What follows belongs to an exercise in optimizing a design on an open flow for small area and a short achievable clock period; a production flow would make more cautious choices.
Function was checked by simulation only, so behaviour that the tests miss may differ from the original.
Power figures rest on the tool's default switching activity, not on a simulated workload.

Design alu16_reg, start of the top module:
module alu16_reg (
    input             clk,
    input      [15:0] valA,
    input      [15:0] valB,
    input      [ 3:0] aluop,
    input             shift_Dir,
    input             rotator_Dir,
    input             sub,
    output reg [ 3:0] cc,
    output reg [15:0] result
);
Settings: LEC_CHECK=0, ABC_AREA=1, CAP_MARGIN=20, CORE_MARGIN=2, CORE_UTILIZATION=40, CTS_BUF_LIST=sky130_fd_sc_hd__clkbuf_4 sky130_fd_sc_hd__clkbuf_8, SETUP_SLACK_MARGIN=4, SLEW_MARGIN=20; clock period 8.5 ns.
run.sh (not shown) runs the stock make flow with config.mk's settings and CLKGATE_MAP_FILE= SYNTH_SCRIPT=/design/flow/synth_recipe.tcl, a recipe that flattens the netlist after the stock synthesis.
The starting point produced a clean layout.
Then changed:
SETUP_SLACK_MARGIN = unset   (was 4)
After rerunning:
- count of clock-buffer cells in the layout rises by 1
- wire length falls by 10%
- worst setup slack loses 1.4 ns
- maximum frequency falls by 23%
- clock skew hardly moves
- clock power barely changes
- global-route usage falls by 2.4 points
- total power falls by 25%
- design area falls by 12%
- synthesized area stays the same
Then changed:
==> flow/flow/run.sh (new file) <==
#!/bin/bash
set -euo pipefail
W=$PWD
rm -rf "$W/scripts_amap"
cp -r "$FLOW_HOME/scripts" "$W/scripts_amap"
cp "$W/flow/abc_area.script" "$W/scripts_amap/abc_area.script"
bash "$W/standard.sh" "SCRIPTS_DIR=$W/scripts_amap" synth > "$W/synth.log" 2>&1
bash "$W/standard.sh" "BUFFER_PORTS_ARGS=-buffer_cell sky130_fd_sc_hd__buf_1" finish > "$W/layout.log" 2>&1
==> flow/flow/abc_area.script (new file) <==
strash
dch
amap
topo
stime -c
buffer -c
upsize -c
dnsize -c
==> flow/standard.sh (new file) <==
#!/bin/bash
# synth_recipe.tcl (not shown) runs the flow's synth.tcl, then flattens the netlist and writes it again
# the make line also repeats each setting of config.mk as NAME=value (left out here)
make -C /OpenROAD-flow-scripts/flow DESIGN_CONFIG=/design/flow/config.mk WORK_HOME=/design/flow/orfs CLKGATE_MAP_FILE= SYNTH_SCRIPT=/design/flow/synth_recipe.tcl "${@:-finish}"
SETUP_SLACK_MARGIN = 1   (was unset)
removed: flow/run.sh
What happened: Setup slack is worse by 0.44 ns. Sequential cell count stays the same. Synthesized area decreases by 9.6%.
Then changed:
==> flow/run.sh (new file) <==
#!/bin/bash
# synth_recipe.tcl (not shown) runs the flow's synth.tcl, then flattens the netlist and writes it again
# the make line also repeats each setting of config.mk as NAME=value (left out here)
make -C /OpenROAD-flow-scripts/flow DESIGN_CONFIG=/design/flow/config.mk WORK_HOME=/design/flow/orfs CLKGATE_MAP_FILE= SYNTH_SCRIPT=/design/flow/synth_recipe.tcl finish
CTS_BUF_LIST = unset   (was sky130_fd_sc_hd__clkbuf_4 sky130_fd_sc_hd__clkbuf_8)
SETUP_SLACK_MARGIN = 2.5   (was 1)
removed: flow/flow/run.sh
removed: flow/flow/abc_area.script
removed: flow/standard.sh
The changed run went through all stages and came out clean.
Clock power climbs by 45%.
Wire length climbs by 8.6%.
Total power climbs by 29%.
Via count climbs by 8.6%.
Register-to-register slack improved by 1.0 ns.
Design area climbs by 19%.


Another version of the RTL of alu16_reg (not shown whole).
For scale: roughly 850 cells after synthesis, roughly 58 flip-flops, roughly 60 I/O pins.
Settings: LEC_CHECK=0, ABC_AREA=1, CAP_MARGIN=20, CORE_MARGIN=2, CORE_UTILIZATION=50, CTS_BUF_LIST=sky130_fd_sc_hd__clkbuf_4 sky130_fd_sc_hd__clkbuf_8, SETUP_SLACK_MARGIN=2.3, SLEW_MARGIN=20; clock period 8.5 ns.
standard.sh (not shown) runs the stock make flow with config.mk's settings and CLKGATE_MAP_FILE= SYNTH_SCRIPT=/design/flow/synth_recipe.tcl, a recipe that flattens the netlist after the stock synthesis.
==> flow/flow/run.sh <==
#!/bin/bash
set -euo pipefail
W=$PWD
rm -rf "$W/scripts_amap"
cp -r "$FLOW_HOME/scripts" "$W/scripts_amap"
cp "$W/flow/abc_area.script" "$W/scripts_amap/abc_area.script"
bash "$W/standard.sh" "SCRIPTS_DIR=$W/scripts_amap" synth > "$W/synth.log" 2>&1
bash "$W/standard.sh" "BUFFER_PORTS_ARGS=-buffer_cell sky130_fd_sc_hd__buf_1" finish > "$W/layout.log" 2>&1
==> flow/flow/abc_area.script <==
strash
dch
amap
topo
stime -c
The first run completed without violations.
Next try:
- CORE_UTILIZATION: 50 -> 40
- clock skew increases by 0.0058 ns
- die area went up by a quarter to a third
- routed wire length went down by a few percent
- power came out lower slightly
- hold slack gets better by 0.027 ns
- core utilization goes down by 12 points
- synthesized area stays the same
- setup slack gets better by 0.11 ns
- final cell count came out higher by a few percent
- first-iteration DRC count goes down by a quarter to a third
- global-route usage shrinks by 8.4 points

==> separate check: timing with driven ports <==
The results above use ideal ports. As a check the final layouts listed here were re-extracted and re-timed, cells and wires unchanged. Step 1: set_driving_cell puts a clkbuf_16 on clk and a buf_2 on each other input, an assumption about the parent block. Step 2 moves the port delays by t, midway between the first and last clock arrival at a register: inputs arrive t later, outputs are due t later. That takes back most of the time a late clock gives input paths. Three values: no drivers, after step 1, after step 2; two values: the first two.
run | shift t [ns] | slack for setup (ns) | hold slack, ns
the first run of note 1 | 0.418 | 3.698 / 3.698 / 3.698 | 0.708 / 0.708 / 0.708
the second run of note 1 | 0.415 | 2.294 / 2.294 / 2.294 | 0.696 / 0.696 / 0.696
the third run of note 1 | 0.415 | 1.858 / 1.858 / 1.858 | 0.513 / 0.513 / 0.513
the fourth run of note 1 | 0.392 | 2.879 / 2.879 / 2.879 | 0.692 / 0.692 / 0.692
the first run of note 2 | 0.406 | 2.480 / 2.480 / 2.480 | 0.553 / 0.553 / 0.553
the second run of note 2 | 0.410 | 2.591 / 2.591 / 2.591 | 0.580 / 0.580 / 0.580
After both steps every run listed still meets setup and hold.
